From an optimization exercise on the open Yosys and OpenROAD flow, aimed at a short achievable clock period and few clock cycles; shortcuts taken in it are not production practice. Only simulation tests tie the RTL to the original design; equivalence was not proved. Power figures rest on the tool's default switching activity, not on a simulated workload.

`standard.sh`:
```
#!/bin/bash
# synth_recipe.tcl (not shown) runs the flow's synth.tcl, then flattens the netlist and writes it again
# the make line also repeats each setting of config.mk as NAME=value (left out here)
make -C /OpenROAD-flow-scripts/flow DESIGN_CONFIG=/design/flow/config.mk WORK_HOME=/design/flow/orfs CLKGATE_MAP_FILE= SYNTH_SCRIPT=/design/flow/synth_recipe.tcl "${@:-finish}"
```
`design.v`:
```
module MIPS_MultiCycle(clk, reset, mem_addr, mem_we, mem_wdata, mem_rdata);
  input clk, reset;
  output wire [31:0] mem_addr;
  output wire mem_we;
  output wire [31:0] mem_wdata;
  input [31:0] mem_rdata;
  localparam BI = 5;               
  localparam NB = 1 << BI;
  localparam TW = 16 - 2 - BI;     
  reg [31:0] aq;         
  reg        mcyc;       
  reg        mwe;        
  reg        mlw;        
  reg [31:0] wq;         
  reg        dv;         
  reg        ev;         
  reg        lrv;        
  reg        wpend;      
  reg [31:0] rfv;        
  reg [NB-1:0] bv;       
  reg        buv;        
  reg        seq;        
  reg [31:0] ras;        
  reg [4:0]  mrd;        
  reg [31:0] fpc;        
  reg [31:0] lrt;
  reg [31:0] ir;
  reg [31:0] pc_d;
  reg [31:0] pc4_d;      
  reg [13:0] pm1_d, pp1_d;   
  reg        pt_d;       
  reg [31:0] ptgt_d;     
  reg        hit_d;      
  reg [1:0]  ctr_d;
  reg [31:0] pc_e;
  reg [13:0] pm1_e, pp1_e;
  reg [31:0] a_e;           
  reg [31:0] b_e;           
  reg [31:0] s_e;           
  reg [4:0]  sa_e, sb_e;     
  reg        useimm_e;
  reg        op_and_e, op_or_e, op_add_e, op_sub_e, op_slt_e;
  reg        wr_e;
  reg [4:0]  rd_e;
  reg        lw_e, sw_e, br_e, bne_e, jal_e, jr_e, j_e;
  reg        pt_e;
  reg [31:0] ptgt_e;
  reg [31:0] fall_e;         
  reg [31:0] btgt_e;         
  reg        bok_e;          
  reg [31:0] alt_e;          
  reg [31:0] chk_e;          
  reg        hit_e;
  reg [1:0]  ctr_e;
  reg [31:0] W;
  reg [4:0]  wtag;
  reg [31:0] rf [0:31];
  reg [TW-1:0] btag [0:NB-1];
  reg [1:0]    btyp [0:NB-1];    
  reg [13:0]   btgt [0:NB-1];
  reg [1:0]    bctr [0:NB-1];
  reg          pq_hit;
  reg [1:0]    pq_typ;
  reg [1:0]    pq_ctr;
  reg [13:0]   pq_tgt;
  reg [BI-1:0] bu_idx;
  reg [TW-1:0] bu_tag;
  reg [1:0]    bu_typ;
  reg [13:0]   bu_tgt;
  reg [1:0]    bu_ctr;
  reg          bu_wt;           
  reg          bu_inv;          
  assign mem_addr = aq;
  assign mem_we = mwe;
  assign mem_wdata = wq;
  wire [BI-1:0] lidx = aq[BI+1:2];
  wire l_hit = bv[lidx] && (btag[lidx] == aq[15:BI+2]);
  wire f_hit = pq_hit && seq;
  wire [1:0] f_ctr = pq_ctr;
  wire f_pt = f_hit && (pq_typ != 2'd0 || pq_ctr[1]);
  wire [31:0] f_ptgt = (pq_typ == 2'd2) ? ras : {aq[31:16], pq_tgt, 2'b00};
  wire [31:0] f_seq = aq + 32'd4;
  wire [31:0] f_next = f_pt ? f_ptgt : f_seq;
  wire [5:0] op = ir[31:26];
  wire [5:0] fn = ir[5:0];
  wire [4:0] rs = ir[25:21];
  wire [4:0] rt = ir[20:16];
  wire [4:0] rdf = ir[15:11];
  wire [31:0] sext = {{16{ir[15]}}, ir[15:0]};
  wire d_r    = op == 6'b000000;
  wire d_addi = op == 6'b001000;
  wire d_andi = op == 6'b001100;
  wire d_beq  = op == 6'b000100;
  wire d_bne  = op == 6'b000101;
  wire d_jr   = op == 6'b000001;
  wire d_jal  = op == 6'b000011;
  wire d_j    = op == 6'b000010;
  wire d_lw   = op == 6'b100011;
  wire d_sw   = !(d_r | d_addi | d_andi | d_beq | d_bne | d_jr | d_jal | d_j | d_lw);
  wire d_br   = d_beq | d_bne;
  wire [31:0] d_fall = pc4_d;
  wire [31:0] d_btgt = pc4_d + {sext[29:0], 2'b00};
  wire [31:0] d_jtgt = {pc4_d[31:28], ir[25:0], 2'b00};
  reg        d_pt;
  reg [31:0] d_ptgt;
  always @* begin
    d_pt = 1'b0;
    d_ptgt = d_fall;
    if (d_j) begin
      d_pt = 1'b1; d_ptgt = d_jtgt;
    end else if (d_br) begin
      if (pt_d) begin
        d_pt = 1'b1; d_ptgt = ptgt_d;
      end else if (!hit_d && ir[15]) begin
        d_pt = 1'b1; d_ptgt = d_btgt;
      end
    end else if (d_jal) begin
      d_pt = pt_d; d_ptgt = ptgt_d;
    end else if (d_jr) begin
      d_pt = 1'b1; d_ptgt = pt_d ? ptgt_d : ras;
    end
  end
  wire d_redirect = dv && ((d_j && (!pt_d || (d_jtgt != ptgt_d))) ||
                           (d_br && !pt_d && !hit_d && ir[15]) ||
                           (d_jr && !pt_d) ||
                           (!(d_j || d_br || d_jal || d_jr) && pt_d));
  wire [31:0] d_next = d_pt ? d_ptgt : d_fall;
  wire f_add = fn == 6'b100000;
  wire f_sub = fn == 6'b100010;
  wire f_or  = fn == 6'b100101;
  wire f_slt = fn == 6'b101010;
  wire [31:0] rf_rs = rfv[rs] ? rf[rs] : 32'd0;
  wire [31:0] rf_rt = rfv[rt] ? rf[rt] : 32'd0;
  wire [31:0] d_rs = (wpend && wtag == rs) ? W : rf_rs;
  wire [31:0] d_b = (wpend && wtag == rt) ? W : rf_rt;
  wire [31:0] d_a = d_jal ? d_b : d_rs;       
  wire [4:0] d_sa = d_jal ? rt : rs;
  wire [31:0] a_x = a_e;
  wire [31:0] b_x = b_e;
  wire [31:0] e_add = a_x + b_x;
  wire [31:0] e_sub = a_x - b_x;
  wire e_lt = a_x < b_x;
  wire [31:0] e_res = ({32{op_add_e}} & e_add) | ({32{op_sub_e}} & e_sub) |
                      ({32{op_and_e}} & (a_x & b_x)) | ({32{op_or_e}} & (a_x | b_x)) |
                      {31'd0, op_slt_e & e_lt} | ({32{jal_e}} & fall_e);
  wire e_eq = a_x == b_x;
  wire e_chk = a_x == chk_e;
  wire e_taken = bne_e ? !e_eq : e_eq;
  wire run = !mcyc;                   
  wire ex = run && ev;
  wire e_brmis = ex && br_e && (pt_e ? (bok_e && !e_taken) : e_taken);
  wire e_brlate = ex && br_e && pt_e && !bok_e;      
  wire e_useadd = ex && (lw_e || sw_e || (jal_e && !pt_e));
  wire e_late = (ex && (jal_e || jr_e) && pt_e && !e_chk) || e_brlate;
  wire e_kill = e_brmis || (ex && jal_e && !pt_e) || e_late;    
  wire e_mem = ex && (lw_e || sw_e);
  wire e_wr = ex && wr_e;
  wire wr_now = mcyc ? mlw : (ex && wr_e);
  wire [4:0] wtag_now = mcyc ? mrd : rd_e;
  wire [31:0] wval_now = mcyc ? mem_rdata : e_res;
  wire [13:0] sw_w = aq[15:2];
  wire ov_e = ev && (sw_w == pc_e[15:2] || sw_w == pm1_e || sw_w == pp1_e);
  wire ov_d = dv && (sw_w == pc_d[15:2] || sw_w == pm1_d || sw_w == pp1_d);
  wire flush = mcyc && mwe && (ov_e || ov_d);
  wire [31:0] refetch = ev ? pc_e : pc_d;
  wire e_ctl = br_e || j_e || jal_e || jr_e;
  wire [1:0] e_ctr_new = !hit_e ? (e_taken ? 2'd2 : 2'd1) :
                         e_taken ? (ctr_e == 2'd3 ? 2'd3 : ctr_e + 2'd1) :
                                   (ctr_e == 2'd0 ? 2'd0 : ctr_e - 2'd1);
  wire [31:0] e_jtgt = jal_e ? e_add : jr_e ? a_x : j_e ? ptgt_e : btgt_e;
  wire [31:0] nf = d_redirect ? d_next : f_next;
  wire [15:0] pc_em4 = pc_e[15:0] - 16'd4;     
  always @(posedge clk or posedge reset) begin
    if (reset) begin
      aq <= 32'd0; mcyc <= 1'b0; mwe <= 1'b0; mlw <= 1'b0; wq <= 32'd0;
      dv <= 1'b0; ev <= 1'b0; lrv <= 1'b0; wpend <= 1'b0; rfv <= 32'd0;
      bv <= {NB{1'b0}}; buv <= 1'b0; ras <= 32'd0; seq <= 1'b0;
    end else begin
      wpend <= wr_now;
      if (wpend) rfv[wtag] <= 1'b1;
      if (dv && d_jal) ras <= d_fall;
      if (buv) begin
        if (bu_inv) bv[bu_idx] <= 1'b0;
        else bv[bu_idx] <= 1'b1;
      end
      buv <= ex && (e_ctl ? (hit_e || e_taken || !br_e) : hit_e);
      if (run) begin
        ev <= dv && !e_kill && !lrv;
        dv <= !e_kill && !d_redirect && !lrv;
        if (e_useadd) aq <= e_add;
        else if (e_brmis) aq <= alt_e;
        else if (lrv) aq <= lrt;
        else aq <= nf;
        seq <= !(e_brmis || (ex && jal_e && !pt_e) || lrv || d_redirect || f_pt);
        lrv <= e_late;
        mcyc <= e_mem;
        mwe <= e_mem && sw_e;
        mlw <= e_mem && lw_e;
        wq <= s_e;
      end else begin
        mcyc <= 1'b0;
        mwe <= 1'b0;
        mlw <= 1'b0;
        if (flush) begin
          ev <= 1'b0;
          dv <= 1'b0;
          aq <= refetch;
          seq <= 1'b0;
        end else if (d_redirect) begin
          aq <= d_next;
          seq <= 1'b0;
        end else aq <= fpc;
      end
    end
  end
  always @(posedge clk) begin
    if (wpend) rf[wtag] <= W;
    if (wr_now) begin
      W <= wval_now;
      wtag <= wtag_now;
    end
    if (buv) begin
      btag[bu_idx] <= bu_tag;
      btyp[bu_idx] <= bu_typ;
      bctr[bu_idx] <= bu_ctr;
      if (bu_wt) btgt[bu_idx] <= bu_tgt;
    end
    bu_idx <= pc_em4[BI+1:2];
    bu_tag <= pc_em4[15:BI+2];
    bu_typ <= jr_e ? 2'd2 : br_e ? 2'd0 : 2'd1;
    bu_tgt <= e_jtgt[15:2];
    bu_ctr <= e_ctr_new;
    bu_wt <= !br_e || e_taken;
    bu_inv <= !e_ctl;
    lrt <= br_e ? (e_taken ? btgt_e : fall_e) : jal_e ? e_add : a_x;
    if (run) begin
      pc_e <= pc_d;
      pm1_e <= pm1_d; pp1_e <= pp1_d;
      a_e <= d_jal ? ((e_wr && rd_e == rt) ? e_res : d_b) : ((e_wr && rd_e == rs) ? e_res : d_rs);
      b_e <= d_jal ? d_fall : (!d_r && !d_br) ? sext : (e_wr && rd_e == rt) ? e_res : d_b;
      s_e <= (e_wr && rd_e == rt) ? e_res : d_b;
      sa_e <= d_sa; sb_e <= rt;
      useimm_e <= !d_r && !d_br;
      op_add_e <= (d_r && f_add) || d_addi || d_lw || d_sw;
      op_sub_e <= d_r && f_sub;
      op_or_e  <= d_r && f_or;
      op_slt_e <= d_r && f_slt;
      op_and_e <= (d_r && !f_add && !f_sub && !f_or && !f_slt) || d_andi;
      wr_e <= d_r || d_addi || d_andi || d_jal;
      rd_e <= d_r ? rdf : rt;
      lw_e <= d_lw; sw_e <= d_sw; br_e <= d_br; bne_e <= d_bne;
      jal_e <= d_jal; jr_e <= d_jr; j_e <= d_j;
      pt_e <= d_pt; ptgt_e <= d_ptgt;
      fall_e <= d_fall; btgt_e <= d_btgt;
      chk_e <= d_jal ? (ptgt_d - pc4_d) : d_ptgt;
      bok_e <= !pt_d || (d_btgt == ptgt_d);
      alt_e <= d_pt ? d_fall : d_btgt;
      hit_e <= hit_d; ctr_e <= ctr_d;
      ir <= mem_rdata;
      pq_hit <= l_hit;
      pq_typ <= btyp[lidx];
      pq_ctr <= bctr[lidx];
      pq_tgt <= btgt[lidx];
      pc_d <= aq;
      pm1_d <= aq[15:2] - 14'd1;
      pp1_d <= aq[15:2] + 14'd1;
      pc4_d <= f_seq;
      pt_d <= f_pt; ptgt_d <= f_ptgt; hit_d <= f_hit; ctr_d <= f_ctr;
      fpc <= nf;
      mrd <= rd_e;
    end else begin
      if (mlw && mrd == sa_e) a_e <= mem_rdata;
      if (mlw && mrd == sb_e && !useimm_e) b_e <= mem_rdata;
      if (mlw && mrd == sb_e) s_e <= mem_rdata;
      if (dv) begin
        pt_d <= d_pt; ptgt_d <= d_ptgt;
      end
    end
  end
endmodule
```
`config.mk`:
```
export PLATFORM = sky130hd
export DESIGN_NAME = MIPS_MultiCycle
export DESIGN_NICKNAME = MIPS_MultiCycle
export VERILOG_FILES = /design/flow/design.v
export SDC_FILE = /design/flow/constraint.sdc
export NUM_CORES = 4
export LEC_CHECK = 0
export ABC_CLOCK_PERIOD_IN_PS = 3000
export CAP_MARGIN = 20
export CORE_MARGIN = 2
export CORE_UTILIZATION = 30
export SLEW_MARGIN = 20
```
`flow/run.sh`:
```
#!/bin/bash
set -uo pipefail
bash standard.sh SETUP_SLACK_MARGIN=6.5 finish > standard.log 2>&1
```
`constraint.sdc`:
```
create_clock -name core_clock -period 10.0 [get_ports {clk}]
set_input_delay 2.0000 -clock core_clock [delete_from_list [all_inputs] [get_ports {clk}]]
set_output_delay 2.0000 -clock core_clock [all_outputs]
set_load 0.01 [all_outputs]
```
==> results.txt, run 1 <==
The flow ran to the end and the layout has no timing, DRC or antenna violations. The share of flip-flops with an asynchronous set or reset after synthesis came out at 6.31%. The data arrival time of the critical path was 4510 ps; the area share of the leading cell type in the synthesized netlist was 56.8%. Counting instances, the worst hold path has a depth of 0.

The signal on the critical path passes through ha_4 > fa_2 > a211oi_4 > nor2_2 > o31ai_2 > or4b_4 > nand4_1 > buf_6 > nand2_8 > mux2i_2 > a221o_1 > o211ai_1 > o211ai_1. Detailed placement ended at an HPWL of 293 mm. The static leakage is 0.0527 uW, and the average wire per standard cell is 32.7 microns.

The tools report the initial antenna violation count as 28. VDD sags by at most 0.195 mV. Type of the most critical hold path: register to register.

The floorplan step set the die height to 659 microns. Clock-pin slew was measured on the worst setup and hold paths at 60 ps. After layout, the worst path uses 38.6% of the clock period.

The tool flagged a number of max-cap violations equal to 0. After detailed routing, the number of vias per cell comes to 5.83. Number of synthesized register bits: 2680.

Setup repair after global routing could not meet its margin everywhere. After floorplanning, the core was divided into 240 placement rows. For the number of H-tree levels, the log shows 5. The synthesized netlist occupies a cell area of 0.129 sq mm. Ranked by total cell area, the synthesized netlist is headed by sky130_fd_sc_hd__edfxtp_1 57%, sky130_fd_sc_hd__mux4_2 16%, sky130_fd_sc_hd__dfrtp_1 3.3%, sky130_fd_sc_hd__nand2_1 1.8%, sky130_fd_sc_hd__xnor2_1 1.8%. The layout net count was 9120; the setup slack at placement was 4440 ps. The relative slew slack was 23.6%; the number of enable-type register cells in the synthesized netlist was 2430. Counting the buffers created by CTS gives 292. In this run, post-CTS hold repair placed 0 buffers. The number of global-route vias before repair was 83600; the largest fanout on the critical path was 3. Wires add up to 486 mm. The capturing point of the worst reg2reg path was a_e[30]$_DFFE_PP_.

The delay of the slowest cell on the worst path is 580 ps. In this run the tool buffered the top-level ports with 98 buffer cells. For this block, the via count after detailed routing is 86500.

The library cell used most frequently in the layout, excluding fill and tap cells, is sky130_fd_sc_hd__edfxtp_1. For the final database, setup skew stands at 71.7 ps. Launch instance of the worst min-delay path: ctr_d[0]$_DFFE_PN_. For the final-report setup violation count, the log shows 0. In this design, the critical path's most frequently occurring cell is sky130_fd_sc_hd__o211ai_1.

The run gives 0 as the number of design rule violations left after detail routing. For the net count after synthesis, the log shows 8475. The flip-flop cell with the highest count after synthesis was sky130_fd_sc_hd__edfxtp_1.

For this run, the detailed router's first-pass iteration total came to 7. In this run the count of I/O pins placed on the die edge is 99. Compared with the post-synthesis result, the final layout area differs by 22.9%. The cell depth of the worst flop-to-flop path came out at 13. The worst setup path is launched from a register. Each instance of the synthesized netlist takes up on average 15.6 sq um. TritonCTS built the clock tree. The run gives 21.2% as the total routing resource utilization after global routing. The longest clock path from root to sink contains 4 buffers. The worst hold path terminates at ctr_e[0]$_DFFE_PN_.

The logs give 0 for the number of pins with negative max-slew slack in the final report and 656 mm for the wire length of the first global-routing pass. The number of hold-slack violations in the final timing report is 0. Yosys mapped the design onto 111 distinct sky130hd cell types.

Once detail routing completed, the nets flagged for antenna violations numbered 0. The tools report the highest achievable clock rate as 0.259 GHz. The count of warnings emitted by yosys came out at 1. Once the floorplan was initialized, standard cells occupied 30.1% of the core. The clock insertion delay at the later pin of the skew report is 940 ps.

The first routing iteration left 13000 violations. The total area inside the core boundary comes to 0.427 sq mm. Cells with a size suffix above 1 make up 35.1% of the layout.

Total global routing overflow: 0. At the end of routability-driven placement, the weighted congestion stood at 0.984. For the number of clock sinks seen by CTS, the log shows 2680. The tree is rooted in a sky130_fd_sc_hd__clkbuf_16. The run gives 56400 uW as the total power of the final layout.

In this run the power density over the cells is 357 mW/mm^2. At the worst endpoint, the required time is 10640 ps. The die covers 0.434 sq mm. In the layout the commonest cells are 2430 x sky130_fd_sc_hd__edfxtp_1, 940 x sky130_fd_sc_hd__mux4_2, 595 x sky130_fd_sc_hd__nand2_1. From left edge to right edge, the die measures 659 microns. The biggest area contributor in the post-synthesis netlist is sky130_fd_sc_hd__edfxtp_1.

The critical path is of the register to register type. Setup total negative slack on the finished layout was measured at 0 ps. For this design, the slowest cell found on the critical path is sky130_fd_sc_hd__or4b_4. For the pin with the worst max-slew slack, the measured transition is 1150 ps. The critical path capture point type is a register. Synthesis produced a netlist whose cell count is 8256.

Once routing completed, OpenROAD measured the worst setup slack at 6140 ps. Counting I/O delays and the setup requirement, the final critical path takes 3860 ps. Launching point of the worst reg2reg path: a_e[0]$_DFFE_PP_. Entering global routing, the biggest net connects 158 pins. Summing the sequential cell areas from Yosys gives 61.3% of the chip area. Across all register-to-register paths, the minimum setup slack is 6140 ps.
-- per-layer routing --
metal	global-route usage, %	up-vias	part of all wire (%)
met4	11.5	10	6.4
met5	0	-	0.013
met2	33.3	5643	46
met1	28.2	45200	38
met3	3.36	1202	9.9
li1	-	34400	-
-- metrics by stage --
step / hold WS (ps) / cell area [sq um] / utilization, % / instances
3_3_place_gp: 404 / 137000 / 32.0 / 13700
6_report: 403 / 158000 / 37.0 / 14800
3_5_place_dp: 409 / 137000 / 32.0 / 13700
2_1_floorplan: 400 / 129000 / - / 8256
4_1_cts: 422 / 153000 / 35.9 / 14600
5_1_grt: 432 / 158000 / 37.0 / 14800
-- flip-flops by register name, indices dropped and copies added (netlist names), 64 cells and up, named ones only --
name / count
btag: 288
bctr: 64
btyp: 64
btgt: 448
rf: 1024
-- timing repair --
item | CTS | global route
endpoints found under the setup margin | 660 | 264
gates cloned | 27 | 20
pin swaps | 138 | 260
buffers inserted | 322 | 194
gates resized for setup | 1106 | 494
-- cells by family (layout without fill, tap and decap cells) --
kind of cell	Yosys count	in the layout	share of synthesized area, %
buffers and inverters	770	1648	2.53
AOI/OAI and AO/OA	1500	1501	7.73
DFF	2680	2680	61.3
adders and majority gates	185	185	1.82
muxes	1209	1209	18.7
xor gates and xnor gates	358	358	2.44
and+or+nand+nor	1554	1558	5.46
other	0	20	0
-- power by group --
| group | switching [uW] | total [uW] | internal, uW |
|---|---|---|---|
| logic | 16000 | 27400 | 11300 |
| registers | 2360 | 17800 | 15400 |
| clock network | 4680 | 11200 | 6530 |
-- worst max-delay path by stage --
stage	cells past startpoint	slack (ps)	endpoint	start
after floorplan	1	5850	asynchronous set/reset pin	reset
after global routing	15	6060	a_e[22]$_DFFE_PP_	b_e[0]$_DFFE_PP_
after CTS	13	6120	a_e[30]$_DFFE_PP_	b_e[0]$_DFFE_PP_
final	13	6140	a_e[30]$_DFFE_PP_	a_e[0]$_DFFE_PP_
after global placement	13	4340	aq[25]$_DFF_PP0_	a_e[19]$_DFFE_PP_
after detailed placement	13	4440	aq[28]$_DFF_PP0_	ir[27]$_DFFE_PN_
-- synthesized netlist by cell type, drive strengths merged, types with 136 or more instances --
library cell,instances
inv,206
clkbuf,343
o21ai,428
ha,181
dfrtp,169
nor2,436
edfxtp,2430
buf,217
a21oi,314
mux2,136
nand2,623
mux4,940
xnor2,267
-- worst max-delay path, delay by kind of cell, from the launching register on --
family / cells / cell delay (ps)
compound gates: 5 / 1320
simple gates: 4 / 870
fa+ha+maj: 2 / 600
flops: 1 / 470
buf+inv: 1 / 170
mux: 1 / 160
-- final cells by class --
type | instances | area [sq um]
Clock buffer | 376 | 8080
Antenna cell | 20 | 50.0
Tap cell | 5687 | 7120
Multi-Input combinational cell | 4811 | 51800
Clock inverter | 156 | 1750
Timing Repair Buffer | 905 | 9400
Sequential cell | 2680 | 78900
Inverter | 210 | 871
Timing Repair inverter | 1 | 7.51
Fill cell | 39500 | 269000
Testbench counts, summed over its fixed seeds: cycles 284,229.
==> run 2: changes to the inputs <==
==> run.sh (new file) <==
#!/bin/bash
# synth_recipe.tcl (not shown) runs the flow's synth.tcl, then flattens the netlist and writes it again
# the make line also repeats each setting of config.mk as NAME=value (left out here)
make -C /OpenROAD-flow-scripts/flow DESIGN_CONFIG=/design/flow/config.mk WORK_HOME=/design/flow/orfs CLKGATE_MAP_FILE= SYNTH_SCRIPT=/design/flow/synth_recipe.tcl finish
--- a/config.mk
+++ b/config.mk
@@ -11,2 +11,3 @@
 export CORE_UTILIZATION = 30
+export SETUP_SLACK_MARGIN = 5
 export SLEW_MARGIN = 20
removed: flow/run.sh
removed: standard.sh
==> run 2 against run 1 <==
- still clean on timing, DRC and antenna
- wire length down 7.2%
- via count down 5.2%
- critical path depth down 11
- clock power down 4%
- synthesized cell count unchanged
- combinational power down 24%
- utilization down 2.7 points
- cell count down 3.9%
- first-iteration DRC count down 15%
- clock-buffer cell count down 8
- sequential cell count unchanged
- register-to-register slack worse by 1100 ps
- critical endpoint is now mem_addr[6]
- largest cell class unchanged
==> results.txt, run 2 <==
After filler insertion, the fill cell instance count of the layout stands at 40600. TritonCTS built the clock tree. After floorplanning, the core was sized to cover 0.427 sq mm.

The run gives 0.0470 sq mm as the combined area of the multi-input logic cells. CTS saw 2680 sinks. The post-route non-filler standard cell count was 14300. Initial antenna violation count: 23. The average wire per standard cell was 31.6 microns; the clock network fraction of total power was 21.6%.

Summed over all nets, the switching power comes to 20400 uW. Summed over all cells, the static leakage comes to 0.0479 uW. STA puts the critical path data required time at 8000 ps. The worst setup path is of the register to output pin kind. Pin placement for this block handled 99 I/O pins.

Master cell of the clock root buffer: sky130_fd_sc_hd__clkbuf_16. Setup repair after global routing could not meet its margin everywhere. In this run the worst hold path is classified as register to register. The first routing iteration left 11000 violations. The register with the highest flop count is rf. The congestion estimate from routability-driven global placement came to 0.988.

The delay of the slowest cell on the worst path came out at 680 ps. The buffering stage count on the worst path with inverters included works out to 2. The first global-routing pass estimated 626 mm of wire. The critical path capture point type is an output pin. In the finished design, the share of the clock period the worst path needs comes to 49.5%.

Sequential elements use 61.3% of the synthesized area. The most common cell after layout, fill and taps aside is sky130_fd_sc_hd__edfxtp_1. After the last flow step, the layout net total stands at 8548. Leaving out fill and tap cells, the most frequent cells in the layout are 2430 x sky130_fd_sc_hd__edfxtp_1, 940 x sky130_fd_sc_hd__mux4_2, 615 x sky130_fd_sc_hd__nand2_1. Across the run, the number of max-cap violations was 0. The count of unique library cells instantiated by Yosys is 111, and the total power of the final layout is 49900 uW. The area growth from synthesis to layout is 13.9%. The slowest stage of the critical path belongs to the cell sky130_fd_sc_hd__dfrtp_2. Summing over every cut layer, the via total after detailed routing is 82000. After detailed routing, the number of vias per cell comes to 5.75. On the final layout, the worst hold slack is 428 ps.

The run gives 240 as the number of standard-cell rows in the floorplan. The run gives 29500 uW as the design internal power. The horizontal die dimension is 659 microns, and the clock-pin transition on the worst setup and hold timing paths is 60 ps.

A synthesized cell averages 15.6 sq um. The share of flip-flops with an asynchronous set or reset after synthesis works out to 6.31%. The area share of the leading cell type in the synthesized netlist was 56.8%; the number of pins with negative max-slew slack in the final report was 0. The maximum vdd drop was 0.236 mV.

The instance count along the most critical hold path came out at 0. STA puts the critical path data arrival time at 2950 ps. The commonest cells after synthesis are 2430 x sky130_fd_sc_hd__edfxtp_1, 940 x sky130_fd_sc_hd__mux4_2, 621 x sky130_fd_sc_hd__nand2_1, 434 x sky130_fd_sc_hd__nor2_1, 408 x sky130_fd_sc_hd__o21ai_0.

For the final routed database, the setup TNS stands at 0 ps. The run gives 19.3% as the relative slew slack. The flow ran to the end and the layout has no timing, DRC or antenna violations. The cell depth of the worst flop-to-flop path was 12; the proportion of total power due to net switching was 40.9%. For this run, design rule violations remaining after detail routing come to 0. STA classifies the critical path startpoint as a register. The run gives 80700 as the number of global-route vias before repair. The tools report the highest achievable clock rate as 0.202 GHz. Wires add up to 451 mm.

The count of buffers added on input and output ports is 98. The number of cells after detailed placement was 13700; the maximum number of pins on one net before global-route repair was 155. The flip-flop cell with the highest count after synthesis is sky130_fd_sc_hd__edfxtp_1.

In this run, synthesis inferred 2430 flip-flops with an integrated enable. The number of H-tree levels was 5. On the final layout, the worst clock skew is 61.1 ps.

Buffers inserted during clock tree synthesis total 286. After synthesis, the cell types taking the most area are sky130_fd_sc_hd__edfxtp_1 57%, sky130_fd_sc_hd__mux4_2 16%, sky130_fd_sc_hd__dfrtp_1 3.3%, sky130_fd_sc_hd__nand2_1 1.8%, sky130_fd_sc_hd__xnor2_1 1.8%. The register with the most flip-flops in the layout has 1024 of them. For this design the ratio of total power to cell area is 341 mW/mm^2.

The buffer depth of the longest clock path was 4; the clock insertion delay at the later pin of the skew report was 940 ps. The fraction of power consumed by sequential logic was 36.5%; the share of final-layout standard cells stronger than drive strength 1 was 23.1%. Registers take 0.0789 sq mm.

In the final layout, the registers with the most flip-flops are rf: 1024 flops, btgt: 448 flops, btag: 288 flops. Among all cell types in the netlist, the one instantiated most often is sky130_fd_sc_hd__edfxtp_1. The tools report the number of hold-slack violations in the final timing report as 0.

The signal on the critical path passes through buf_4 > clkdlybuf4s50_1. The share of total power dissipated in combinational logic is 41.9%. The slew of the pin with the lowest slew margin works out to 1200 ps.

Cell count along the critical path: 2. Counting every instance in the synthesized netlist gives 8256. For this run, the detailed router's first-pass iteration total came to 7.

The number of synthesized register bits is 2680, and the antenna violation net count after detailed routing is 0. Count of warnings emitted by yosys: 1. Total global routing overflow: 0.

The net count after synthesis was 8475; the time the final worst path needs with I/O delays and setup was 4950 ps. The die is 659 microns tall. The tools report the placed wire-length estimate as 289 mm.

The biggest area contributor in the post-synthesis netlist is sky130_fd_sc_hd__edfxtp_1. Summing every instance area after synthesis gives 0.129 sq mm. Global routing consumed, over all layers together, 20.1% of the routing resources. For this configuration, the core starts out at a cell density of 30.1%. Setup violations remaining at the end of the flow were counted as 0.

In this run the worst path has a maximum fanout of 35. In this design, the largest share of critical-path delay is due to buffers and inverters. For the overall die area, the log shows 0.434 sq mm.
[run 2: cell types whose count changed in the layout (fill, tap and decap cells not counted), moves of 44 or more]
cell	delta
sky130_fd_sc_hd__ha_1	+63
sky130_fd_sc_hd__o21ai_0	+79
sky130_fd_sc_hd__ha_4	-45
sky130_fd_sc_hd__clkdlybuf4s50_1	+65
sky130_fd_sc_hd__a21oi_2	-44
sky130_fd_sc_hd__buf_4	-359
sky130_fd_sc_hd__buf_6	-140
sky130_fd_sc_hd__a21oi_1	+66
[run 2: layout make-up]
cell class                      count  share of cell area, %
Multi-Input combinational cell   4806                   32.1
Antenna cell                       16                 0.0273
Clock inverter                    152                   1.03
Tap cell                         5687                   4.86
Sequential cell                  2680                   53.9
Clock buffer                      368                   5.39
Inverter                          210                  0.546
Timing Repair Buffer              345                   2.16
[run 2: path summary, 6_finish.rpt]
| kind | start | endpoint | slack (ps) |
|---|---|---|---|
| min in group asynchronous | reset | aq[20]$_DFF_PP0_ | 1620 |
| worst max register to register | a_e[7]$_DFFE_PP_ | s_e[19]$_DFFE_PP_ | 5080 |
| worst min-delay path | pq_ctr[0]$_DFFE_PN_ | ctr_d[0]$_DFFE_PN_ | 430 |
| worst min register to register | pq_ctr[0]$_DFFE_PN_ | ctr_d[0]$_DFFE_PN_ | 430 |
| worst max-delay path | aq[6]$_DFF_PP0_ | mem_addr[6] | 5050 |
| max in group asynchronous | reset | wq[20]$_DFFE_PP0N_ | 6670 |
[run 2: per-layer routing]
| metal | share of wire, % | GRT usage [%] |
|---|---|---|
| met5 | 0.0087 | 0 |
| met4 | 6.1 | 10.5 |
| met3 | 8.5 | 2.90 |
| met2 | 46 | 31.9 |
| met1 | 39 | 26.9 |
[run 2: logic make-up (layout without fill, tap and decap cells)]
kind of cell,after synthesis,in the layout,synth area share (%)
fa+ha+maj,185,185,1.82
flops,2680,2680,61.3
buf+inv,770,1075,2.53
other cells,0,16,0
mux,1209,1209,18.7
xor+xnor,358,358,2.44
compound gates,1500,1500,7.73
simple gates,1554,1554,5.46
[run 2: power groups by stage]
stage	registers, uW	logic [uW]	clock network, uW
final	18200	20900	10800
after global routing	18400	21900	11300
after CTS	18300	20400	10900
after detailed placement	18600	20300	0
after global placement	18400	20300	0
after floorplan	16900	13400	0
[run 2: stage by stage]
stage	area (sq um)	utilization (%)	setup slack (ps)
floorplan	129000	-	5690
detailed placement	137000	32.0	4890
global placement	137000	32.0	4840
global route	146000	34.3	4910
CTS	146000	34.2	5010
finish	146000	34.3	5050
[run 2: timing repair]
action,4_1_cts,5_1_grt
pin swaps,1,0
setup endpoints to repair,11,30
buffers inserted,2,1
hold buffers,0,0
resized for setup,5,7
==> run 3: changes to the inputs <==
--- a/design.v
+++ b/design.v
@@ -10,2 +10,3 @@
   reg [31:0] aq;         
+  reg [31:0] ao;         
   reg        mcyc;       
@@ -33,3 +34,2 @@
   reg        hit_d;      
-  reg [1:0]  ctr_d;
   reg [31:0] pc_e;
@@ -44,2 +44,3 @@
   reg [4:0]  rd_e;
+  reg        back_e;         
   reg        lw_e, sw_e, br_e, bne_e, jal_e, jr_e, j_e;
@@ -49,3 +50,2 @@
   reg [31:0] btgt_e;         
-  reg        bok_e;          
   reg [31:0] alt_e;          
@@ -53,3 +53,2 @@
   reg        hit_e;
-  reg [1:0]  ctr_e;
   reg [31:0] W;
@@ -61,2 +60,4 @@
   reg [1:0]    bctr [0:NB-1];
+  reg [2:0]    biter [0:NB-1];   
+  reg [2:0]    btrip [0:NB-1];   
   reg          pq_hit;
@@ -65,2 +66,3 @@
   reg [13:0]   pq_tgt;
+  reg          pq_lexit;        
   reg [BI-1:0] bu_idx;
@@ -70,5 +72,6 @@
   reg [1:0]    bu_ctr;
+  reg [2:0]    bu_iter, bu_trip;
   reg          bu_wt;           
   reg          bu_inv;          
-  assign mem_addr = aq;
+  assign mem_addr = ao;
   assign mem_we = mwe;
@@ -76,6 +79,13 @@
   wire [BI-1:0] lidx = aq[BI+1:2];
-  wire l_hit = bv[lidx] && (btag[lidx] == aq[15:BI+2]);
+  wire l_bu = buv && (bu_idx == lidx);
+  wire l_v = l_bu ? !bu_inv : bv[lidx];
+  wire [TW-1:0] l_tag = l_bu ? bu_tag : btag[lidx];
+  wire [1:0] l_typ = l_bu ? bu_typ : btyp[lidx];
+  wire [1:0] l_ctr = l_bu ? bu_ctr : bctr[lidx];
+  wire [13:0] l_tgt = (l_bu && bu_wt) ? bu_tgt : btgt[lidx];
+  wire [2:0] l_iter = l_bu ? bu_iter : biter[lidx];
+  wire [2:0] l_trip = l_bu ? bu_trip : btrip[lidx];
+  wire l_hit = l_v && (l_tag == aq[15:BI+2]);
   wire f_hit = pq_hit && seq;
-  wire [1:0] f_ctr = pq_ctr;
-  wire f_pt = f_hit && (pq_typ != 2'd0 || pq_ctr[1]);
+  wire f_pt = f_hit && (pq_typ != 2'd0 || (pq_ctr[1] && !pq_lexit));
   wire [31:0] f_ptgt = (pq_typ == 2'd2) ? ras : {aq[31:16], pq_tgt, 2'b00};
@@ -150,2 +160,3 @@
   wire ex = run && ev;
+  wire bok_e = ptgt_e == btgt_e;      
   wire e_brmis = ex && br_e && (pt_e ? (bok_e && !e_taken) : e_taken);
@@ -166,11 +177,17 @@
   wire e_ctl = br_e || j_e || jal_e || jr_e;
-  wire [1:0] e_ctr_new = !hit_e ? (e_taken ? 2'd2 : 2'd1) :
-                         e_taken ? (ctr_e == 2'd3 ? 2'd3 : ctr_e + 2'd1) :
-                                   (ctr_e == 2'd0 ? 2'd0 : ctr_e - 2'd1);
+  wire [BI-1:0] eidx = pm1_e[BI-1:0];
+  wire [1:0] r_ctr = bctr[eidx];
+  wire [2:0] r_iter = biter[eidx];
+  wire [2:0] r_trip = btrip[eidx];
+  wire r_hit = bv[eidx] && btag[eidx] == pm1_e[13:BI] && btyp[eidx] == 2'd0;
+  wire [1:0] e_ctr_new = !r_hit ? (e_taken ? 2'd2 : 2'd1) :
+                         e_taken ? (r_ctr == 2'd3 ? 2'd3 : r_ctr + 2'd1) :
+                                   (r_ctr == 2'd0 ? 2'd0 : r_ctr - 2'd1);
+  wire [2:0] e_iter_new = !e_taken ? 3'd0 : !r_hit ? 3'd1 : (r_iter == 3'd7 ? 3'd7 : r_iter + 3'd1);
+  wire [2:0] e_trip_new = !r_hit ? (e_taken ? 3'd7 : 3'd0) : e_taken ? r_trip : r_iter;
   wire [31:0] e_jtgt = jal_e ? e_add : jr_e ? a_x : j_e ? ptgt_e : btgt_e;
   wire [31:0] nf = d_redirect ? d_next : f_next;
-  wire [15:0] pc_em4 = pc_e[15:0] - 16'd4;     
   always @(posedge clk or posedge reset) begin
     if (reset) begin
-      aq <= 32'd0; mcyc <= 1'b0; mwe <= 1'b0; mlw <= 1'b0; wq <= 32'd0;
+      aq <= 32'd0; ao <= 32'd0; mcyc <= 1'b0; mwe <= 1'b0; mlw <= 1'b0; wq <= 32'd0;
       dv <= 1'b0; ev <= 1'b0; lrv <= 1'b0; wpend <= 1'b0; rfv <= 32'd0;
@@ -185,3 +202,3 @@
       end
-      buv <= ex && (e_ctl ? (hit_e || e_taken || !br_e) : hit_e);
+      buv <= ex && (e_ctl ? (r_hit || e_taken || !br_e || back_e) : hit_e);
       if (run) begin
@@ -193,2 +210,6 @@
         else aq <= nf;
+        if (e_brmis) ao <= alt_e;
+        else if (e_useadd) ao <= e_add;
+        else if (lrv) ao <= lrt;
+        else ao <= nf;
         seq <= !(e_brmis || (ex && jal_e && !pt_e) || lrv || d_redirect || f_pt);
@@ -207,2 +228,3 @@
           aq <= refetch;
+          ao <= refetch;
           seq <= 1'b0;
@@ -210,4 +232,8 @@
           aq <= d_next;
+          ao <= d_next;
           seq <= 1'b0;
-        end else aq <= fpc;
+        end else begin
+          aq <= fpc;
+          ao <= fpc;
+        end
       end
@@ -225,6 +251,8 @@
       bctr[bu_idx] <= bu_ctr;
+      biter[bu_idx] <= bu_iter;
+      btrip[bu_idx] <= bu_trip;
       if (bu_wt) btgt[bu_idx] <= bu_tgt;
     end
-    bu_idx <= pc_em4[BI+1:2];
-    bu_tag <= pc_em4[15:BI+2];
+    bu_idx <= eidx;
+    bu_tag <= pm1_e[13:BI];
     bu_typ <= jr_e ? 2'd2 : br_e ? 2'd0 : 2'd1;
@@ -232,2 +260,4 @@
     bu_ctr <= e_ctr_new;
+    bu_iter <= e_iter_new;
+    bu_trip <= e_trip_new;
     bu_wt <= !br_e || e_taken;
@@ -255,10 +285,11 @@
       chk_e <= d_jal ? (ptgt_d - pc4_d) : d_ptgt;
-      bok_e <= !pt_d || (d_btgt == ptgt_d);
       alt_e <= d_pt ? d_fall : d_btgt;
-      hit_e <= hit_d; ctr_e <= ctr_d;
+      hit_e <= hit_d;
+      back_e <= ir[15];
       ir <= mem_rdata;
       pq_hit <= l_hit;
-      pq_typ <= btyp[lidx];
-      pq_ctr <= bctr[lidx];
-      pq_tgt <= btgt[lidx];
+      pq_typ <= l_typ;
+      pq_ctr <= l_ctr;
+      pq_tgt <= l_tgt;
+      pq_lexit <= (l_trip != 3'd7) && (l_iter == l_trip);
       pc_d <= aq;
@@ -267,3 +298,3 @@
       pc4_d <= f_seq;
-      pt_d <= f_pt; ptgt_d <= f_ptgt; hit_d <= f_hit; ctr_d <= f_ctr;
+      pt_d <= f_pt; ptgt_d <= f_ptgt; hit_d <= f_hit;
       fpc <= nf;
==> flow/run.sh (new file) <==
#!/bin/bash
set -uo pipefail
bash standard.sh SETUP_SLACK_MARGIN=6.5 finish > standard.log 2>&1
==> standard.sh (new file) <==
#!/bin/bash
# synth_recipe.tcl (not shown) runs the flow's synth.tcl, then flattens the netlist and writes it again
# the make line also repeats each setting of config.mk as NAME=value (left out here)
make -C /OpenROAD-flow-scripts/flow DESIGN_CONFIG=/design/flow/config.mk WORK_HOME=/design/flow/orfs CLKGATE_MAP_FILE= SYNTH_SCRIPT=/design/flow/synth_recipe.tcl "${@:-finish}"
--- a/config.mk
+++ b/config.mk
@@ -11,3 +11,2 @@
 export CORE_UTILIZATION = 30
-export SETUP_SLACK_MARGIN = 5
 export SLEW_MARGIN = 20
removed: run.sh
==> run 3 against run 2 <==
- still clean
- design area is 18% higher
- worst hold slack better by 16 ps
- first-iteration DRC count increased by 23%
- setup slack improved by 1100 ps
- via count rose by 15%
- cell count up 14%
- synthesized area increased by 11%
- synthesized cell count is 11% higher
- die area is 11% higher
- clock skew up 60 ps
- combinational power increased by 45%
- critical path type is now register to register
- critical endpoint is now a_e[0]$_DFFE_PP_
==> results.txt, run 3 <==
The run finished with no timing, DRC or antenna violations. The tree is rooted in a sky130_fd_sc_hd__clkbuf_16. The total routing resource utilization after global routing came out at 20.5%. The first TritonRoute pass finished after 7 iterations. The setup TNS was 0 ps; the area share of the leading cell type in the synthesized netlist was 55.4%. After synthesis, flip-flops and latches occupy 60.2% of the total area. IR analysis of the VDD net gives a maximum drop of 0.271 mV. The clock arrives with 121 ps of skew.

The die outline height came out at 694 microns. Flip-flop count of the largest register, all copies and words added: 1024. Sorting the synthesized cells by how often they occur yields 2636 x sky130_fd_sc_hd__edfxtp_1, 1164 x sky130_fd_sc_hd__mux4_2, 693 x sky130_fd_sc_hd__nand2_1, 457 x sky130_fd_sc_hd__nor2_1, 436 x sky130_fd_sc_hd__o21ai_0. The run gives 14.6% as the relative slew slack. The number of synthesized register bits was 2929. When the netlist entered floorplanning its net count stood at 9386. The clock-pin transition on the worst setup and hold timing paths was 60 ps.

Summed over all instances, the cell type with the most area after synthesis is sky130_fd_sc_hd__edfxtp_1. The cell area power density was 361 mW/mm^2. The tools report the number of buffers inserted during clock tree synthesis as 320.

The run gives 0.0580 uW as the static leakage. The wire-length estimate of the detail-placed layout is 313 mm. For the routability congestion estimate from global placement, the log shows 1.00. Setup repair after global routing could not meet its margin everywhere. In the final layout, the registers with the most flip-flops are rf: 1024 flops, btgt: 448 flops, btag: 288 flops.

By instance count, the leading cell after synthesis is sky130_fd_sc_hd__edfxtp_1. The critical path in this run is classified as register to register. 99 I/O pins were placed. The tools report the highest achievable clock rate as 0.259 GHz. For hold timing, the worst endpoint is pc_e[16]$_DFFE_PN_. In the finished design, the share of the clock period the worst path needs comes to 38.7%. In this run the worst hold path is classified as register to register.

The routed layout has 94300 vias. STA classifies the critical path endpoint as a register. In this run the most critical hold path is launched from pc_d[16]$_DFFE_PN_. For the wire length of the first global-routing pass, the log shows 707 mm. The worst setup path is launched from a register.

The initial antenna violation count was 34. Entering global routing, the biggest net connects 128 pins. The tools report the antenna violation net count after detailed routing as 0.

By area the synthesized netlist is led by sky130_fd_sc_hd__edfxtp_1 55%, sky130_fd_sc_hd__mux4_2 18%, sky130_fd_sc_hd__dfrtp_1 3.5%, sky130_fd_sc_hd__nand2_1 1.8%, sky130_fd_sc_hd__ha_1 1.6%. The slew of the pin with the lowest slew margin is 1280 ps. Number of I/O port buffers: 98.

The number of design rule violations left after detail routing was 0. The required time at the worst-slack endpoint was 10620 ps. After detailed routing, the number of vias per cell comes to 5.80. In this run the deepest clock path goes through 4 buffers. Leaving out fill and tap cells, the most frequent cell in the layout is sky130_fd_sc_hd__edfxtp_1. The number of hold buffers added after CTS was 0.

The data arrival time of the critical path was 4480 ps; the number of global-route vias before repair was 89900. For this block, the routed nets add up to 520 mm of wire. The number of clock sinks seen by CTS was 2929; the number of enable-type register cells in the synthesized netlist was 2636. The tools report the capturing point of the worst reg2reg path as a_e[0]$_DFFE_PP_.

Setup violations remaining at the end of the flow were counted as 0. The run gives 0 as the number of hold-slack violations in the final timing report. The filler cells instantiated in the layout total 43900. A synthesized cell averages 15.6 sq um. The clock period could shrink to 3870 ps. The die covers 0.482 sq mm. The count of maximum capacitance violations was 0. Among all flip-flop cells after synthesis, the most frequent one is sky130_fd_sc_hd__edfxtp_1. The total global routing overflow is 0.

The initial utilization of the core area, before any placement, comes to 30.1%. The count of warnings emitted by yosys was 1. From left edge to right edge, the die measures 694 microns. TritonCTS built the clock tree. The layout net count came out at 9943. The H-tree was split into 5 levels.

The number of standard-cell rows in the floorplan was 253; the largest fanout on the critical path was 4. In this run, the number of DRC markers left after iteration 0 of detailed routing was 13500. Along the worst hold path, the cell count comes to 0. Relative to the synthesized area, the layout overhead comes to 21.2%. The setup check on the worst reg-to-reg path leaves a slack of 6130 ps. The share of final-layout standard cells stronger than drive strength 1 works out to 33.7%. The clock insertion delay at the later pin of the skew report is 960 ps, and the cell depth of the worst flop-to-flop path is 16.

Register with the highest flop count: rf. In this run the critical register-to-register path is launched from a_e[0]$_DFFE_PP_. The share of flip-flops with an asynchronous set or reset after synthesis was 6.86%. For the area of the mapped netlist, the log shows 0.143 sq mm.

At the end of the flow the core is filled with cells to 36.5%. The average wire per standard cell is 32.0 microns. In the synthesized netlist, the number of instances is 9167. The number of pins with negative max-slew slack in the final report is 0. The library cells used most frequently in the layout, excluding fill and tap cells, are 2636 x sky130_fd_sc_hd__edfxtp_1, 1164 x sky130_fd_sc_hd__mux4_2, 668 x sky130_fd_sc_hd__nand2_1.

The synthesized netlist contains 100 unique library cells. For the area of the core, the log shows 0.475 sq mm.
run 3: cell type report:
type | instances | area, sq um | share of cell area [%]
Sequential cell | 2929 | 86200 | 49.7
Multi-Input combinational cell | 5390 | 58400 | 33.7
Timing Repair Buffer | 874 | 9330 | 5.39
Clock buffer | 398 | 8520 | 4.92
Tap cell | 6247 | 7820 | 4.51
Clock inverter | 191 | 2130 | 1.23
Inverter | 209 | 865 | 0.499
Antenna cell | 14 | 35.0 | 0.0202
run 3: how the worst max path moves through the flow:
stage	startpoint	end
2_1_floorplan	reset	asynchronous set/reset pin
3_3_place_gp	a_e[6]$_DFFE_PP_	ao[12]$_DFF_PP0_
3_5_place_dp	a_e[26]$_DFFE_PP_	ao[12]$_DFF_PP0_
4_1_cts	ao[26]$_DFF_PP0_	mem_addr[26]
5_1_grt	b_e[0]$_DFFE_PP_	a_e[28]$_DFFE_PP_
6_report	a_e[0]$_DFFE_PP_	a_e[0]$_DFFE_PP_
run 3: what timing repair did:
item / in CTS / in global routing
setup endpoints to repair: 597 / 346
cloned: 25 / 21
resized for setup: 1040 / 445
pin swaps: 145 / 189
buffers inserted: 268 / 180
run 3: layer usage:
| metal | vias up | routed length (microns) | share of wire (%) | track usage [%] |
|---|---|---|---|---|
| met5 | - | 88 | 0.017 | 0 |
| met4 | 14 | 29100 | 5.6 | 9.22 |
| met3 | 1111 | 56500 | 11 | 4.83 |
| met2 | 5792 | 234000 | 45 | 31.6 |
| met1 | 49300 | 200000 | 39 | 27.6 |
| li1 | 38000 | - | - | - |
run 3: report_power, final:
group	leakage, uW	internal, uW	switching, uW
sequential	0.0278	17000	2930
clock	0.00518	7010	5180
combinational	0.0250	12600	17800
run 3: cells by family after synthesis:
kind of cell / Yosys count / share of synthesized area, %
adders and majority gates: 185 / 1.64
buffers and inverters: 852 / 2.41
and+or+nand+nor: 1726 / 5.48
muxes: 1479 / 20.6
AOI/OAI and AO/OA: 1637 / 7.44
DFF: 2929 / 60.2
xor gates and xnor gates: 359 / 2.20
run 3: critical path, stage by stage, from the launching register on:
cell and delay [ps]:
sky130_fd_sc_hd__edfxtp_1 420, sky130_fd_sc_hd__buf_4 170, sky130_fd_sc_hd__inv_4 80, sky130_fd_sc_hd__ha_4 140, sky130_fd_sc_hd__fa_2 230, sky130_fd_sc_hd__nor2_4 50, sky130_fd_sc_hd__o211ai_1 160, sky130_fd_sc_hd__buf_4 160
sky130_fd_sc_hd__a2111oi_4 60, sky130_fd_sc_hd__buf_6 160, sky130_fd_sc_hd__nor4_4 180, sky130_fd_sc_hd__o21ai_2 150, sky130_fd_sc_hd__a21o_1 240, sky130_fd_sc_hd__buf_6 140, sky130_fd_sc_hd__a41oi_4 430, sky130_fd_sc_hd__o21ai_0 180
sky130_fd_sc_hd__a222oi_1 600
run 3: through the flow:
stage                     cells  setup WS, ps  power [uW]  hold WS, ps  cell area [sq um]
after floorplan            9167          5400       33900          346             143000
after global placement    15100          4670       43700          422             152000
after detailed placement  15100          4590       43700          425             152000
after CTS                 16000          6150       59300          445             169000
after global routing      16200          6090       64300          455             173000
final                     16300          6130       62500          444             173000
Testbench counts of run 3, summed over its fixed seeds: cycles 278,507.
==> run 4: changes to the inputs <==
==> flow/run.sh (replaced) <==
#!/bin/bash
set -uo pipefail
bash standard.sh SETUP_SLACK_MARGIN=7.5 finish > standard.log 2>&1
==> run 4 against run 3 <==
- power rose by 10%
- cell count rose by 3.1%
- design area rose by 6.2%
- critical endpoint is now ao[28]$_DFF_PP0_
- largest power group unchanged
==> results.txt, run 4 <==
The flow ran to the end and the layout has no timing, DRC or antenna violations. The count of maximum capacitance violations came out at 0. The highest achievable clock rate is 0.249 GHz, and the initial antenna violation count is 29. The number of hold-slack violations in the final timing report is 0, and the number of pins with negative max-slew slack in the final report is 0.

Input and output buffers added on the ports amount to 98. The type of the most critical hold path is register to register. The worst setup path is of the register to register kind. The worst setup path is captured at a register. Setup slack on the worst reg-to-reg path comes out at 5980 ps.

In the synthesized netlist, the number of instances is 9167. The time the final worst path needs with I/O delays and setup was 4020 ps; the post-detailed-routing wire length was 553 mm. The dominant cell by count in the synthesized netlist was sky130_fd_sc_hd__edfxtp_1. The cell area power density came out at 374 mW/mm^2. Across the VDD grid, the largest voltage drop is 0.209 mV.

Combinational logic is responsible for 53.0% of the overall power. The tree is rooted in a sky130_fd_sc_hd__clkbuf_16. Global routing used 21.9% of the available tracks across all layers. Relative to the synthesized area, the layout overhead comes to 28.7%. The delay of the slowest cell on the worst path came out at 600 ps. The flip-flop cell with the highest count after synthesis is sky130_fd_sc_hd__edfxtp_1.

After synthesis, the netlist uses 100 different library cells. CTS saw 2929 sinks. The wire-length estimate of the detail-placed layout is 314 mm. The cell depth of the worst flop-to-flop path came out at 12. The largest registers in the layout are rf: 1024 flops, btgt: 448 flops, btag: 288 flops. The clock insertion delay at the later pin of the skew report came out at 980 ps. The run gives 94600 as the number of global-route vias before repair. After clock tree synthesis, the clock-pin slew on the worst setup and hold paths is 60 ps.

The run gives 0 as the number of design rule violations left after detail routing. Required time at the worst-slack endpoint: 10850 ps. The worst setup path is launched from a register. Count of warnings emitted by yosys: 1. Setup repair after global routing could not meet its margin everywhere.

The part of the cycle the worst path needs was 40.2%. The die is 694 microns wide. The tools report the launch instance of the worst min-delay path as pc_d[22]$_DFFE_PN_. In the layout the commonest cells are 2636 x sky130_fd_sc_hd__edfxtp_1, 1164 x sky130_fd_sc_hd__mux4_2, 600 x sky130_fd_sc_hd__buf_4. In this design, the largest share of critical-path delay is due to compound AO/OA/AOI/OAI gates. The die outline height is 694 microns.

The average wire per standard cell was 33.0 microns; the buffer depth of the longest clock path was 4. Once detail routing completed, the nets flagged for antenna violations numbered 0. At the end of the flow the core is filled with cells to 38.8%. The logs give 77 for the maximum number of pins on one net before global-route repair and 253 for the number of standard-cell rows in the floorplan.

The share of final-layout standard cells stronger than drive strength 1 came out at 41.0%. The logs give 9386 for the net count after synthesis and 8 for the first-pass iteration count of the detailed router. Most common cell after layout, fill and taps aside: sky130_fd_sc_hd__edfxtp_1.

The run gives 17.9% as the clock network fraction of total power. The largest fanout on the critical path was 9; the number of enable-type register cells in the synthesized netlist was 2636. The tools report the endpoint with the worst hold slack as pc_e[22]$_DFFE_PN_. After the last flow step, the layout net total stands at 10400. The register with the most flip-flops in the layout has 1024 of them. rf holds more flip-flops than any other register. Cell internal power was estimated by the tool at 40400 uW.

The region available for standard cell placement spans 0.475 sq mm. The tools report the overall die area as 0.482 sq mm. Clock tree synthesis inserted a total of 323 buffers. The share of flip-flops with an asynchronous set or reset after synthesis is 6.86%.

The detailed router finished its first iteration with 14900 violations. Across the routed clock network, the largest skew measured is 103 ps. The worst hold path passes through 0 cells.

The H-tree generated during clock tree synthesis spans 5 levels. TritonCTS built the clock tree. In this run the power spent charging and discharging nets is 28300 uW. The critical path goes through ha_4 > and2_4 > a311oi_2 > nand4_1 > buf_6 > a21o_4 > o21a_4 > a2111o_1 > a311oi_2 > a211oi_2 > o32a_1 > nand2_1. The share of the Yosys chip area taken by registers is 60.2%.

The tools report the relative slew slack as 16.1%. The worst register-to-register path ends at ao[28]$_DFF_PP0_. Registers are responsible for 29.1% of the overall power. The slowest stage of the critical path is the sky130_fd_sc_hd__edfxtp_1 cell. The final-report setup violation count came out at 0. Ranked by instance count, the synthesized netlist is headed by 2636 x sky130_fd_sc_hd__edfxtp_1, 1164 x sky130_fd_sc_hd__mux4_2, 693 x sky130_fd_sc_hd__nand2_1, 457 x sky130_fd_sc_hd__nor2_1, 436 x sky130_fd_sc_hd__o21ai_0. The average vias per placed instance was 5.88.

For this configuration, the core starts out at a cell density of 30.1%. The number of synthesized register bits works out to 2929. The most numerous cell type found on the critical path is sky130_fd_sc_hd__a311oi_2. The logs give 0.143 sq mm for the area of the mapped netlist and 0.995 for the routability congestion estimate from global placement.

At the pin with the least slew margin, the transition time is 1250 ps. The area share of the leading cell type in the synthesized netlist is 55.4%, and the data arrival time of the critical path is 4870 ps. The total global routing overflow is 0, and the proportion of total power due to net switching is 41.2%.

Counting the fill cells in the layout gives 42700. Summed over all failing endpoints, the final setup total negative slack is 0 ps. The wire length of the first global-routing pass is 753 mm. The number of top-level pins came out at 99. The startpoint identified for the worst register-to-register timing path is ir[5]$_DFFE_PN_. In the post-synthesis netlist, the biggest area contributors are sky130_fd_sc_hd__edfxtp_1 55%, sky130_fd_sc_hd__mux4_2 18%, sky130_fd_sc_hd__dfrtp_1 3.5%, sky130_fd_sc_hd__nand2_1 1.8%, sky130_fd_sc_hd__ha_1 1.6%. The buffering stage count on the worst path with inverters included came out at 1.

The mean instance size in the synthesized netlist was 15.6 sq um; the static leakage was 0.0625 uW. The biggest area consumer among synthesized cells was sky130_fd_sc_hd__edfxtp_1. Detailed routing inserted a total of 98500 vias.
[run 4: cell types whose count changed in the layout (fill, tap and decap cells not counted), sizes merged, moves of 2 or more]
cell,previous run,this run
buf,808,1287
clkbuf,416,425
bufbuf,15,23
clkinvlp,28,32
diode,14,10
nor2,459,462
clkdlybuf4s50,33,31
dlymetal6s2s,0,2
or2,15,17
[run 4: worst max path at each step]
stage,start,end,slack [ps],cells after the start
2_1_floorplan,reset,asynchronous set/reset pin,5400,1
3_3_place_gp,a_e[28]$_DFFE_PP_,ao[26]$_DFF_PP0_,4720,13
3_5_place_dp,a_e[26]$_DFFE_PP_,ao[30]$_DFF_PP0_,4630,13
4_1_cts,b_e[0]$_DFFE_PP_,a_e[28]$_DFFE_PP_,6010,14
5_1_grt,pc4_d[2]$_DFFE_PN_,ao[28]$_DFF_PP0_,6000,16
6_report,ir[5]$_DFFE_PN_,ao[28]$_DFF_PP0_,5980,12
[run 4: area by class of cell]
type	instances	area (sq um)	share of cell area (%)
flip-flops and latches	2929	86200	46.9
multi-input cells	5394	61500	33.4
repair buffers	1364	16700	9.09
clock buffers	404	8610	4.68
well taps	6247	7820	4.25
clock inverters	194	2140	1.16
inverters	209	891	0.484
repair inverters	2	25.0	0.0136
diodes	10	25.0	0.0136
[run 4: cells by family (layout without fill, tap and decap cells)]
| logic type | Yosys count | after routing | share of synthesized area (%) |
|---|---|---|---|
| AOI/OAI and AO/OA | 1637 | 1637 | 7.44 |
| DFF | 2929 | 2929 | 60.2 |
| and+or+nand+nor | 1726 | 1734 | 5.48 |
| adders and majority gates | 185 | 185 | 1.64 |
| xor gates and xnor gates | 359 | 359 | 2.20 |
| other | 0 | 10 | 0 |
| buffers and inverters | 852 | 2173 | 2.41 |
| muxes | 1479 | 1479 | 20.6 |
[run 4: per-layer routing]
metal  GRT usage [%]  vias up  share of wire [%]
met5          0.0300        -              0.030
met4            13.3       22                8.0
met3            5.23     1634                 11
met2            33.3     6508                 44
met1            28.4    51300                 37
li1                -    39100                  -
[run 4: through the flow]
| step | cell area, sq um | setup slack [ps] | cells | power [uW] | hold WS [ps] |
|---|---|---|---|---|---|
| floorplan | 144000 | 5400 | 9167 | 34400 | 346 |
| global placement | 152000 | 4720 | 15100 | 43900 | 421 |
| detailed placement | 152000 | 4630 | 15100 | 43900 | 424 |
| CTS | 179000 | 6010 | 16500 | 64700 | 436 |
| global route | 184000 | 6000 | 16700 | 70500 | 449 |
| finish | 184000 | 5980 | 16800 | 68700 | 439 |
[run 4: power groups by stage]
stage / Sequential (uW) / Combinational (uW) / Clock [uW]
after CTS: 20000 / 32300 / 12400
after floorplan: 18600 / 15800 / 0
after global routing: 20200 / 37500 / 12800
final: 20000 / 36400 / 12300
after detailed placement: 20800 / 23100 / 0
after global placement: 20800 / 23100 / 0
[run 4: timing repair]
action / in CTS / in global routing
pin swaps: 381 / 349
gates cloned: 92 / 21
buffers inserted: 657 / 234
endpoints found under the setup margin: 2498 / 1457
resized for setup: 2014 / 599
hold buffers: 0 / 0
==> run 5: changes to the inputs <==
--- a/design.v
+++ b/design.v
@@ -6,3 +6,3 @@
   input [31:0] mem_rdata;
-  localparam BI = 5;               
+  localparam BI = 6;               
   localparam NB = 1 << BI;
@@ -41,3 +41,4 @@
   reg        useimm_e;
-  reg        op_and_e, op_or_e, op_add_e, op_sub_e, op_slt_e;
+  reg        op_and_e, op_or_e, op_add_e, op_slt_e;
+  reg        inv_e;          
   reg        wr_e;
@@ -92,3 +93,8 @@
   wire [31:0] f_seq = aq + 32'd4;
-  wire [31:0] f_next = f_pt ? f_ptgt : f_seq;
+  wire fr_j = mem_rdata[31:26] == 6'b000010;
+  wire fr_jr = mem_rdata[31:26] == 6'b000001;
+  wire [31:0] fr_jt = {f_seq[31:28], mem_rdata[25:0], 2'b00};
+  wire fx_pt = f_pt || fr_j || fr_jr;
+  wire [31:0] fx_tgt = fr_j ? fr_jt : fr_jr ? ras : f_ptgt;
+  wire [31:0] f_next = fx_pt ? fx_tgt : f_seq;
   wire [5:0] op = ir[31:26];
@@ -149,8 +155,8 @@
   wire [31:0] b_x = b_e;
-  wire [31:0] e_add = a_x + b_x;
-  wire [31:0] e_sub = a_x - b_x;
-  wire e_lt = a_x < b_x;
-  wire [31:0] e_res = ({32{op_add_e}} & e_add) | ({32{op_sub_e}} & e_sub) |
+  wire [32:0] e_sum = {1'b0, a_x} + {1'b0, b_x} + {32'd0, inv_e};
+  wire [31:0] e_add = e_sum[31:0];
+  wire [31:0] e_lres = 
                       ({32{op_and_e}} & (a_x & b_x)) | ({32{op_or_e}} & (a_x | b_x)) |
-                      {31'd0, op_slt_e & e_lt} | ({32{jal_e}} & fall_e);
+                      ({32{jal_e}} & fall_e);
+  wire [31:0] e_res = op_add_e ? e_add : op_slt_e ? {31'd0, !e_sum[32]} : e_lres;
   wire e_eq = a_x == b_x;
@@ -189,2 +195,3 @@
   wire [31:0] nf = d_redirect ? d_next : f_next;
+  wire r_other = e_useadd || e_brmis || lrv || d_redirect;    
   always @(posedge clk or posedge reset) begin
@@ -202,3 +209,3 @@
       end
-      buv <= ex && (e_ctl ? (r_hit || e_taken || !br_e || back_e) : hit_e);
+      buv <= ex && (br_e ? (r_hit || e_taken || back_e) : jal_e || (!e_ctl && hit_e));
       if (run) begin
@@ -206,11 +213,17 @@
         dv <= !e_kill && !d_redirect && !lrv;
-        if (e_useadd) aq <= e_add;
+        if (!r_other && fr_j) aq <= fr_jt;
+        else if (!r_other && fr_jr) aq <= ras;
+        else if (e_useadd) aq <= e_add;
         else if (e_brmis) aq <= alt_e;
         else if (lrv) aq <= lrt;
-        else aq <= nf;
-        if (e_brmis) ao <= alt_e;
+        else if (d_redirect) aq <= d_next;
+        else aq <= f_pt ? f_ptgt : f_seq;
+        if (!r_other && fr_j) ao <= fr_jt;
+        else if (!r_other && fr_jr) ao <= ras;
+        else if (e_brmis) ao <= alt_e;
         else if (e_useadd) ao <= e_add;
         else if (lrv) ao <= lrt;
-        else ao <= nf;
-        seq <= !(e_brmis || (ex && jal_e && !pt_e) || lrv || d_redirect || f_pt);
+        else if (d_redirect) ao <= d_next;
+        else ao <= f_pt ? f_ptgt : f_seq;
+        seq <= !(e_brmis || (ex && jal_e && !pt_e) || lrv || d_redirect || fx_pt);
         lrv <= e_late;
@@ -269,3 +282,6 @@
       a_e <= d_jal ? ((e_wr && rd_e == rt) ? e_res : d_b) : ((e_wr && rd_e == rs) ? e_res : d_rs);
-      b_e <= d_jal ? d_fall : (!d_r && !d_br) ? sext : (e_wr && rd_e == rt) ? e_res : d_b;
+      b_e <= d_jal ? d_fall : (!d_r && !d_br) ? sext :
+             (d_r && (f_sub || f_slt)) ? ~((e_wr && rd_e == rt) ? e_res : d_b) :
+             (e_wr && rd_e == rt) ? e_res : d_b;
+      inv_e <= d_r && (f_sub || f_slt);
       s_e <= (e_wr && rd_e == rt) ? e_res : d_b;
@@ -273,4 +289,3 @@
       useimm_e <= !d_r && !d_br;
-      op_add_e <= (d_r && f_add) || d_addi || d_lw || d_sw;
-      op_sub_e <= d_r && f_sub;
+      op_add_e <= (d_r && (f_add || f_sub)) || d_addi || d_lw || d_sw;
       op_or_e  <= d_r && f_or;
@@ -298,3 +313,3 @@
       pc4_d <= f_seq;
-      pt_d <= f_pt; ptgt_d <= f_ptgt; hit_d <= f_hit;
+      pt_d <= fx_pt; ptgt_d <= fx_tgt; hit_d <= f_hit;
       fpc <= nf;
@@ -303,3 +318,3 @@
       if (mlw && mrd == sa_e) a_e <= mem_rdata;
-      if (mlw && mrd == sb_e && !useimm_e) b_e <= mem_rdata;
+      if (mlw && mrd == sb_e && !useimm_e) b_e <= inv_e ? ~mem_rdata : mem_rdata;
       if (mlw && mrd == sb_e) s_e <= mem_rdata;
==> flow/run.sh (replaced) <==
#!/bin/bash
set -uo pipefail
bash standard.sh SETUP_SLACK_MARGIN=6.5 finish > standard.log 2>&1
==> run 5 against run 4 <==
- largest cell class unchanged
- wire length increased by 21%
- largest power group unchanged
- clock skew increased by 7.7 ps
- maximum frequency is essentially flat
- critical path type unchanged
- sequential power grew 25%
- critical path depth up 2
- register-to-register slack hardly changed
==> results.txt, run 5 <==
A synthesized cell averages 16.8 sq um. Kind of start point of the critical path: a register. After floorplanning, the core was divided into 289 placement rows. The tools report the proportion of synthesized chip area in sequential cells as 62.6%. Clock skew on the completed layout was measured at 111 ps. The number of enable-type register cells in the synthesized netlist was 3628. The analysis attributes to net switching a power of 31000 uW. The logs give 0 for the count of maximum capacitance violations and 0.218 mV for the maximum vdd drop. The initial DRC count was 18000; the antenna violation net count after detailed routing was 0.

During placement, the flow inserted port buffers numbering 98. Once the floorplan was initialized, standard cells occupied 30.1% of the core. In this run, CTS created clock tree buffers numbering 417. The count of warnings emitted by yosys is 1, and the proportion of total power due to net switching is 39.9%. The tools report the number of pins with negative max-slew slack in the final report as 0.

The worst setup path is captured at a register. For the pin with the worst max-slew slack, the measured transition is 1250 ps. The first global-routing pass estimated 911 mm of wire. Share of final-layout standard cells stronger than drive strength 1: 36.1%. Time the final worst path needs with I/O delays and setup: 4020 ps.

The clock drives 3954 sinks. After clock tree synthesis, the clock-pin slew on the worst setup and hold paths is 60 ps. The flow ran to the end and the layout has no timing, DRC or antenna violations.

The number of H-tree levels was 5. The setup TNS came out at 0 ps. The run gives 12000 as the layout net count. At the end of routability-driven placement, the weighted congestion stood at 0.976. The largest fanout on the critical path came out at 4. Register with the highest flop count: rf. In the final routed layout, each cell accounts on average for 32.7 microns. Core occupancy in the finished layout: 36.5%. In the layout the commonest cells are 3628 x sky130_fd_sc_hd__edfxtp_1, 1679 x sky130_fd_sc_hd__mux4_2, 694 x sky130_fd_sc_hd__nand2_1. The total routing resource utilization after global routing is 20.4%. Derived from the worst setup path, the maximum achievable clock frequency is 0.249 GHz. Synthesis inferred 3954 register bits.

99 I/O pins were placed. The tools report the maximum number of pins on one net before global-route repair as 152. Summed over all nets, the half-perimeter wirelength after detailed placement is 389 mm.

The relative slew slack was 16.5%. Summing every instance area after synthesis gives 0.186 sq mm. Summed over all layers, the global routing overflow is 0. The final critical path takes up 40.2% of the cycle. For the number of global-route vias before repair, the log shows 114000. Yosys attributes the largest share of cell area to sky130_fd_sc_hd__edfxtp_1 59%, sky130_fd_sc_hd__mux4_2 20%, sky130_fd_sc_hd__dfrtp_1 3.1%, sky130_fd_sc_hd__nand2_1 1.5%, sky130_fd_sc_hd__o21ai_0 1.4%.

On the worst path, the slowest cell contributes a delay of 550 ps. The net count after synthesis was 11200. The number of hold-slack violations in the final timing report came out at 0.
## run 5: logic make-up (layout without fill, tap and decap cells)
family                   after synthesis  after routing  share of synthesized area, %
XOR/XNOR                             393            393                          1.85
buffers and inverters                978           2111                          2.08
other                                  0             49                             0
AND/OR/NAND/NOR                     1858           1867                          4.45
flip-flops                          3954           3954                          62.6
adder cells (fa/ha/maj)              139            139                         0.950
AO/OA/AOI/OAI                       1766           1766                          6.11
multiplexers                        1962           1962                          21.9
## run 5: power groups by stage
stage               Clock [uW]  Sequential (uW)  Combinational (uW)
floorplan                    0            24300               18500
global placement             0            25800               28400
detailed placement           0            25800               28500
CTS                      15800            25200               34000
global route             16500            25100               38300
finish                   15700            25000               37200
## run 5: path summary, 6_finish.rpt
check	start	end	slack, ps	depth (start not counted)
hold reg to reg	pc_d[18]$_DFFE_PN_	pc_e[18]$_DFFE_PN_	400	0
min in group asynchronous	reset	ao[27]$_DFF_PP0_	1200	2
setup reg to reg	inv_e$_DFFE_PN_	b_e[0]$_DFFE_PP_	5980	14
setup / recovery	inv_e$_DFFE_PN_	b_e[0]$_DFFE_PP_	5980	14
hold / removal	pc_d[18]$_DFFE_PN_	pc_e[18]$_DFFE_PN_	400	0
max in group asynchronous	reset	wq[2]$_DFFE_PP0N_	6760	5
## run 5: what timing repair did
action,in CTS,in global routing
pin swaps,223,213
setup buffers,361,180
setup endpoints to repair,578,417
gates resized for setup,1256,385
cloned,78,21
## run 5: final cells by class
class	count	area, sq um
Timing Repair Buffer	1143	13300
Clock buffer	518	11100
Multi-Input combinational cell	6127	70800
Clock inverter	248	2470
Tap cell	8293	10400
Sequential cell	3954	117000
Timing Repair inverter	1	8.76
Antenna cell	49	123
Fill cell	56900	393000
Inverter	201	833
## run 5: metrics by stage
step,power [uW],setup slack (ps),area [sq um],std cells
after floorplan,42700,4950,187000,11100
after global placement,54200,4230,199000,19100
after detailed placement,54300,4060,199000,19100
after CTS,75000,6080,222000,20300
after global routing,79900,5920,226000,20500
final,77800,5980,226000,20500
## run 5: per-layer routing
metal	GRT usage [%]	routed length, microns	up-vias
met5	0	246	-
met4	9.37	38500	26
met3	5.71	83100	1659
met2	30.5	294000	8138
met1	27.6	255000	63100
li1	-	-	47000
Testbench counts of run 5, summed over its fixed seeds: cycles 271,954.

Re-timed with assumed drivers on the ports (clkbuf_16 on the clock, buf_2 on other inputs), run 5 has 5.980 ns of setup slack against 5.980 ns with ideal ports, and 5.027 ns once port delays also move by the mid clock arrival of 1.145 ns.
